Context: an optimization exercise on an open-source flow, tuned for small area. The choices shown serve that exercise and are no tape-out recipe.
Only simulation tests tie the RTL to the original design; equivalence was not proved.

## feed_forward_neural_network_top
module feed_forward_neural_network_top #(parameter
    BITS_PER_WORD = 32,
    INPUT_VECTOR_COUNT = 1,
    INPUT_VECTOR_SIZE=2,
    INPUT_WORD_SIZE=1,
    HIDDEN_LAYER_SIZE = 2,
    OUTPUT_VECTOR_SIZE = 1,
    BIAS_SIZE = 1,
    CLOG2_MAX_WEIGHTS_N = 2,
    CLOG2_MAX_WEIGHTS_M = 2
) (
    input clk,
    input reset_n,
    input weights_en,
    input [0:0] weights_layer_address,
    input [CLOG2_MAX_WEIGHTS_N-1:0] weights_n_address,
    input [CLOG2_MAX_WEIGHTS_M-1:0] weights_m_address,
    input signed [BITS_PER_WORD-1:0] weights_data,
    input in_en,
    input[INPUT_VECTOR_SIZE-1:0] in_data,
    output reg out_en,
    output reg[(BITS_PER_WORD * OUTPUT_VECTOR_SIZE)-1:0] out_data
);
==> flow/config.mk <==
export PLATFORM = sky130hd
export DESIGN_NAME = feed_forward_neural_network_top
export DESIGN_NICKNAME = feed_forward_neural_network_top
export VERILOG_FILES = /design/flow/design.v
export SDC_FILE = /design/flow/constraint.sdc
export NUM_CORES = 4
export LEC_CHECK = 0
export ABC_AREA = 1
export CAP_MARGIN = 5
export CORE_MARGIN = 2
export CORE_UTILIZATION = 40
export CTS_BUF_LIST = sky130_fd_sc_hd__clkbuf_4 sky130_fd_sc_hd__clkbuf_8
export CTS_CLUSTER_DIAMETER = 80
export CTS_CLUSTER_SIZE = 14
export SLEW_MARGIN = 5
export SYNTH_HIERARCHICAL = 1
==> flow/constraint.sdc <==
create_clock -name core_clock -period 20.0 [get_ports {clk}]
set_input_delay 4.0000 -clock core_clock [delete_from_list [all_inputs] [get_ports {clk}]]
set_output_delay 4.0000 -clock core_clock [all_outputs]
set_load 0.01 [all_outputs]
standard.sh (not shown) runs the stock make flow with config.mk's settings and CLKGATE_MAP_FILE= SYNTH_SCRIPT=/design/flow/synth_recipe.tcl, a recipe that flattens the netlist after the stock synthesis.
==> flow/flow/run.sh <==
#!/bin/bash
# The standard layout, except that ABC maps the combinational logic with an
# area-oriented script (flow/abc_area.script, selected by ABC_AREA=1) instead of
# ORFS's delay-driven one. Everything else is ORFS's own scripts, unchanged.
set -euo pipefail
work=$(pwd)
rm -rf "$work/scripts"
cp -r "$FLOW_HOME/scripts" "$work/scripts"
cp "$work/flow/abc_area.script" "$work/scripts/abc_area.script"
bash "$work/standard.sh" SCRIPTS_DIR="$work/scripts" finish > "$work/standard.log" 2>&1
==> flow/flow/abc_area.script <==
&get -n
&st
&dch
&nf -R 1000
&put
Then changed:
--- a/flow/flow/run.sh
+++ b/flow/flow/run.sh
@@ -4 +4,2 @@
-# ORFS's delay-driven one. Everything else is ORFS's own scripts, unchanged.
+# ORFS's delay-driven one, and the port buffers are the smallest buffer cell.
+# Everything else is ORFS's own scripts, unchanged.
@@ -10 +11 @@
-bash "$work/standard.sh" SCRIPTS_DIR="$work/scripts" finish > "$work/standard.log" 2>&1
+bash "$work/standard.sh" SCRIPTS_DIR="$work/scripts" BUFFER_PORTS_ARGS="-buffer_cell sky130_fd_sc_hd__buf_1" finish > "$work/standard.log" 2>&1
Settings changed: CORE_UTILIZATION 40 to 52.
What happened:
- The changed run passed the timing, DRC and antenna checks
- hold slack is worse by 16 ps
- global-route usage came out higher by 8.9 points
- wire length fell by 2.0%
- cell area shrinks by 1.7%
- critical path depth shrinks by 2
Then changed:
Settings changed: CORE_UTILIZATION 52 to 40, GPL_TIMING_DRIVEN set to 0.
- The changed run passed the timing, DRC and antenna checks
- critical path depth came out higher by 5
- hold slack gains 24 ps
- utilization came out lower by 11 points
- register-to-register slack loses 320 ps
Then changed:
==> flow/flow/run.sh (replaced) <==
#!/bin/bash
# The standard layout, except that ABC maps the combinational logic with an
# area-oriented script (flow/abc_area.script, selected by ABC_AREA=1) instead of
# ORFS's delay-driven one. Everything else is ORFS's own scripts, unchanged.
set -euo pipefail
work=$(pwd)
rm -rf "$work/scripts"
cp -r "$FLOW_HOME/scripts" "$work/scripts"
cp "$work/flow/abc_area.script" "$work/scripts/abc_area.script"
bash "$work/standard.sh" SCRIPTS_DIR="$work/scripts" finish > "$work/standard.log" 2>&1
Settings changed: CAP_MARGIN 5 to 20, CTS_BUF_LIST sky130_fd_sc_hd__clkbuf_4 sky130_fd_sc_hd__clkbuf_8 to not set, CTS_CLUSTER_DIAMETER 80 to not set, CTS_CLUSTER_SIZE 14 to not set, GPL_TIMING_DRIVEN 0 to not set, SLEW_MARGIN 5 to 20.
Outcome:
- global-route usage is higher by 0.82 points
- cell area fell by 2.5%
- area after synthesis does not change
- worst setup slack is better by 220 ps
- sequential share of layout area climbs by 0.43 points
- wire length climbs by 2.7%
- critical path depth came out lower by 3
- worst hold slack got worse by 10 ps
Then changed:
Settings changed: CAP_MARGIN 20 to 5, CTS_BUF_LIST set to sky130_fd_sc_hd__clkbuf_2 sky130_fd_sc_hd__clkbuf_4, SLEW_MARGIN 20 to 5.
Result: First-iteration DRC count grows by 0.35%. Fmax goes up by 1.4%. Count of clock-buffer cells in the layout grows by 78. Via count rose by 0.89%.
Then changed:
Settings changed: CORE_UTILIZATION 40 to 65.
Worst setup slack gets worse by 420 ps; hold slack degrades by 16 ps; die area shrinks by well over a third.

* * *

feed_forward_neural_network_top, a different RTL version from the one above (not shown whole).
Size: roughly 320 flip-flops, roughly 48000 µm² of cells after synthesis.
==> flow/config.mk <==
export PLATFORM = sky130hd
export DESIGN_NAME = feed_forward_neural_network_top
export DESIGN_NICKNAME = feed_forward_neural_network_top
export VERILOG_FILES = /design/flow/design.v
export SDC_FILE = /design/flow/constraint.sdc
export NUM_CORES = 4
export LEC_CHECK = 0
export ABC_AREA = 1
export CAP_MARGIN = 5
export CORE_MARGIN = 2
export CORE_UTILIZATION = 52
export CTS_BUF_LIST = sky130_fd_sc_hd__clkbuf_4 sky130_fd_sc_hd__clkbuf_8
export CTS_CLUSTER_DIAMETER = 80
export CTS_CLUSTER_SIZE = 14
export PLACE_DENSITY_LB_ADDON = 0.05
export SLEW_MARGIN = 5
export SYNTH_HIERARCHICAL = 1
==> flow/constraint.sdc <==
create_clock -name core_clock -period 20.0 [get_ports {clk}]
set_input_delay 4.0000 -clock core_clock [delete_from_list [all_inputs] [get_ports {clk}]]
set_output_delay 4.0000 -clock core_clock [all_outputs]
set_load 0.01 [all_outputs]
==> flow/flow/run.sh <==
#!/bin/bash
# The standard layout, except that ABC maps the combinational logic with an
# area-oriented script (flow/abc_area.script, selected by ABC_AREA=1) instead of
# ORFS's delay-driven one, and the port buffers are the smallest buffer cell.
# Everything else is ORFS's own scripts, unchanged.
set -euo pipefail
work=$(pwd)
rm -rf "$work/scripts"
cp -r "$FLOW_HOME/scripts" "$work/scripts"
cp "$work/flow/abc_area.script" "$work/scripts/abc_area.script"
bash "$work/standard.sh" SCRIPTS_DIR="$work/scripts" BUFFER_PORTS_ARGS="-buffer_cell sky130_fd_sc_hd__buf_1" finish > "$work/standard.log" 2>&1
Scripts as last shown in full above: flow/flow/abc_area.script
Edit:
Settings changed: PLACE_DENSITY_LB_ADDON 0.05 to default.
Outcome: The new run passed the timing, DRC and antenna checks; cell area barely changes; via count hardly moves; clock-buffer cell count stays the same; die area stays the same; synthesized cell count is unchanged.

* * *

== v6 ==
feed_forward_neural_network_top with an RTL version that a note above also has.
Size in the first run: ~3900 cells after synthesis, roughly 320 flip-flops, ~76 I/O pins, ~48000 µm² of cells after synthesis.
// feed_forward_neural_network_top
module feed_forward_neural_network_top #(parameter
    BITS_PER_WORD = 32,
    INPUT_VECTOR_COUNT = 1,
    INPUT_VECTOR_SIZE=2,
    INPUT_WORD_SIZE=1,
    HIDDEN_LAYER_SIZE = 2,
    OUTPUT_VECTOR_SIZE = 1,
    BIAS_SIZE = 1,
    CLOG2_MAX_WEIGHTS_N = 2,
    CLOG2_MAX_WEIGHTS_M = 2
) (
    input clk,
    input reset_n,
    input weights_en,
    input [0:0] weights_layer_address,
    input [CLOG2_MAX_WEIGHTS_N-1:0] weights_n_address,
    input [CLOG2_MAX_WEIGHTS_M-1:0] weights_m_address,
    input signed [BITS_PER_WORD-1:0] weights_data,
    input in_en,
    input[INPUT_VECTOR_SIZE-1:0] in_data,
    output reg out_en,
    output reg[(BITS_PER_WORD * OUTPUT_VECTOR_SIZE)-1:0] out_data
);
==> flow/config.mk <==
export PLATFORM = sky130hd
export DESIGN_NAME = feed_forward_neural_network_top
export DESIGN_NICKNAME = feed_forward_neural_network_top
export VERILOG_FILES = /design/flow/design.v
export SDC_FILE = /design/flow/constraint.sdc
export NUM_CORES = 4
export LEC_CHECK = 0
export ABC_AREA = 1
export CAP_MARGIN = 5
export CORE_MARGIN = 2
export CORE_UTILIZATION = 40
export CTS_BUF_LIST = sky130_fd_sc_hd__clkbuf_4 sky130_fd_sc_hd__clkbuf_8
export CTS_CLUSTER_DIAMETER = 80
export CTS_CLUSTER_SIZE = 14
export SLEW_MARGIN = 5
export SYNTH_HIERARCHICAL = 1
==> flow/constraint.sdc <==
create_clock -name core_clock -period 20.0 [get_ports {clk}]
set_input_delay 4.0000 -clock core_clock [delete_from_list [all_inputs] [get_ports {clk}]]
set_output_delay 4.0000 -clock core_clock [all_outputs]
set_load 0.01 [all_outputs]
Scripts as last shown in full above: flow/flow/run.sh, flow/flow/abc_area.script
The inputs of v7 differ from those of v6 as listed below.
Settings: swapping sky130_fd_sc_hd__clkbuf_4 sky130_fd_sc_hd__clkbuf_8 for sky130_fd_sc_hd__clkbuf_8 in CTS_BUF_LIST; swapping 14 for 18 in CTS_CLUSTER_SIZE; swapping 80 for 60 in CTS_CLUSTER_DIAMETER.
-- flow/flow/run.sh --
<<< v6, line 4
# ORFS's delay-driven one, and the port buffers are the smallest buffer cell.
# Everything else is ORFS's own scripts, unchanged.
>>> v7, line 4
# ORFS's delay-driven one. Everything else is ORFS's own scripts, unchanged.
<<< v6, line 11
bash "$work/standard.sh" SCRIPTS_DIR="$work/scripts" BUFFER_PORTS_ARGS="-buffer_cell sky130_fd_sc_hd__buf_1" finish > "$work/standard.log" 2>&1
>>> v7, line 10
bash "$work/standard.sh" SCRIPTS_DIR="$work/scripts" finish > "$work/standard.log" 2>&1
### Flow results
No stage failed in v7, and the final checks on the layout all came back clean. Against v6, routability-driven placement congestion ratio in v7 fell slightly. Changes observed in v7 relative to v6: count of clock-buffer cells in the layout has increased, number of tap cells added at floorplan roughly the same, cell area after placement saw an increase. From v6 to v7 the numbers moved as follows: total area of multi-input combinational cells roughly the same, routed wire length lower, count of fill cells added during filler insertion about even. Shortest clock period the worst path allows after layout ended up 140 ps higher on v7 than on v6. In the reports for v7 and v6, the smaller number of antenna violations at the first check in global routing belongs to v6. Utilization v6 -> v7: up.

* * *

== TR ==
RTL: one of the versions met above, not the one the previous note started from.
Size in the first run: roughly 3900 cells after synthesis, roughly 320 flip-flops.
export LEC_CHECK = 0
export ABC_AREA = 1
export CAP_MARGIN = 5
export CORE_MARGIN = 2
export CORE_UTILIZATION = 52
export CTS_BUF_LIST = sky130_fd_sc_hd__clkbuf_4 sky130_fd_sc_hd__clkbuf_8
export CTS_CLUSTER_DIAMETER = 90
export CTS_CLUSTER_SIZE = 17
export SLEW_MARGIN = 5
export SYNTH_HIERARCHICAL = 1
create_clock -name core_clock -period 20.0 [get_ports {clk}]
==> flow/flow/run.sh <==
#!/bin/bash
# The standard layout, except that ABC maps the combinational logic with an
# area-oriented script (flow/abc_area.script, selected by ABC_AREA=1) instead of
# ORFS's delay-driven one, and the port buffers are the smallest buffer cell.
# Everything else is ORFS's own scripts, unchanged.
set -euo pipefail
work=$(pwd)
rm -rf "$work/scripts"
cp -r "$FLOW_HOME/scripts" "$work/scripts"
cp "$work/flow/abc_area.script" "$work/scripts/abc_area.script"
bash "$work/standard.sh" SCRIPTS_DIR="$work/scripts" BUFFER_PORTS_ARGS="-buffer_cell sky130_fd_sc_hd__buf_1" finish > "$work/standard.log" 2>&1
Scripts as last shown in full above: flow/flow/abc_area.script
Although TR finished all stages, its layout failed final checks on max-capacitance violations, max-slew violations.
The following lists how PW was set up differently from TR:
- CORE_UTILIZATION: 52 -> 58
- CTS_CLUSTER_DIAMETER: 90 -> 80
- CTS_CLUSTER_SIZE: 17 -> 14
Results
- PW completed end to end with timing, DRC and antenna clean.
- Final estimated routing congestion in global placement: PW and TR compared, higher one is PW
- On PW: hold slack is 0.020 ns lower than what TR gave.
- When PW is set beside TR, its critical path depth turns out to be 3.7% larger.

afterwards: timing with drivers on the ports:
No port has a modelled driver above. Below, the same layouts with a new extraction and two added sets of constraints.
Step 1 (the two cells are an assumption about what drives the block):
set clk [get_ports {clk}]
set_driving_cell -lib_cell sky130_fd_sc_hd__clkbuf_16 $clk
set_driving_cell -lib_cell sky130_fd_sc_hd__buf_2 [delete_from_list [all_inputs] $clk]
Step 2 also shifts input and output timing later by t, the mid clock arrival at the registers, as if the neighbouring blocks saw the same clock.
a / b / c = no drivers / after step 1 / after step 2; a / b = the first two.
run	shift t [ns]	setup slack, ns	pins driven straight from the clock port
the first run of note 1	0.733	0.864 / 0.904 / 0.171	1
the second run of note 1	0.797	0.992 / 1.038 / 0.241	1
the third run of note 1	0.802	0.670 / 0.684 / -0.118	1
the fourth run of note 1	0.684	0.887 / 0.931 / 0.247	1
the fifth run of note 1	1.053	1.154 / 1.193 / 0.139	1
the sixth run of note 1	0.919	0.736 / 0.776 / -0.144	1
the first run of note 2	0.807	0.747 / 0.790 / -0.017	1
the second run of note 2	0.793	0.866 / 0.917 / 0.124	1
v6	0.757	1.018 / 1.062 / 0.305	1
v7	0.753	0.878 / 0.918 / 0.165	1
TR	0.781	0.833 / 0.886 / 0.105	1
PW	0.728	0.738 / 0.774 / 0.046	1
With both steps, setup timing fails in the third run of note 1, the sixth run of note 1 and the first run of note 2, where it was met with ideal ports. The setup slack of the fifth run of note 1, which loses most, moves by +0.039 ns with the drivers and by -1.015 ns with both steps.
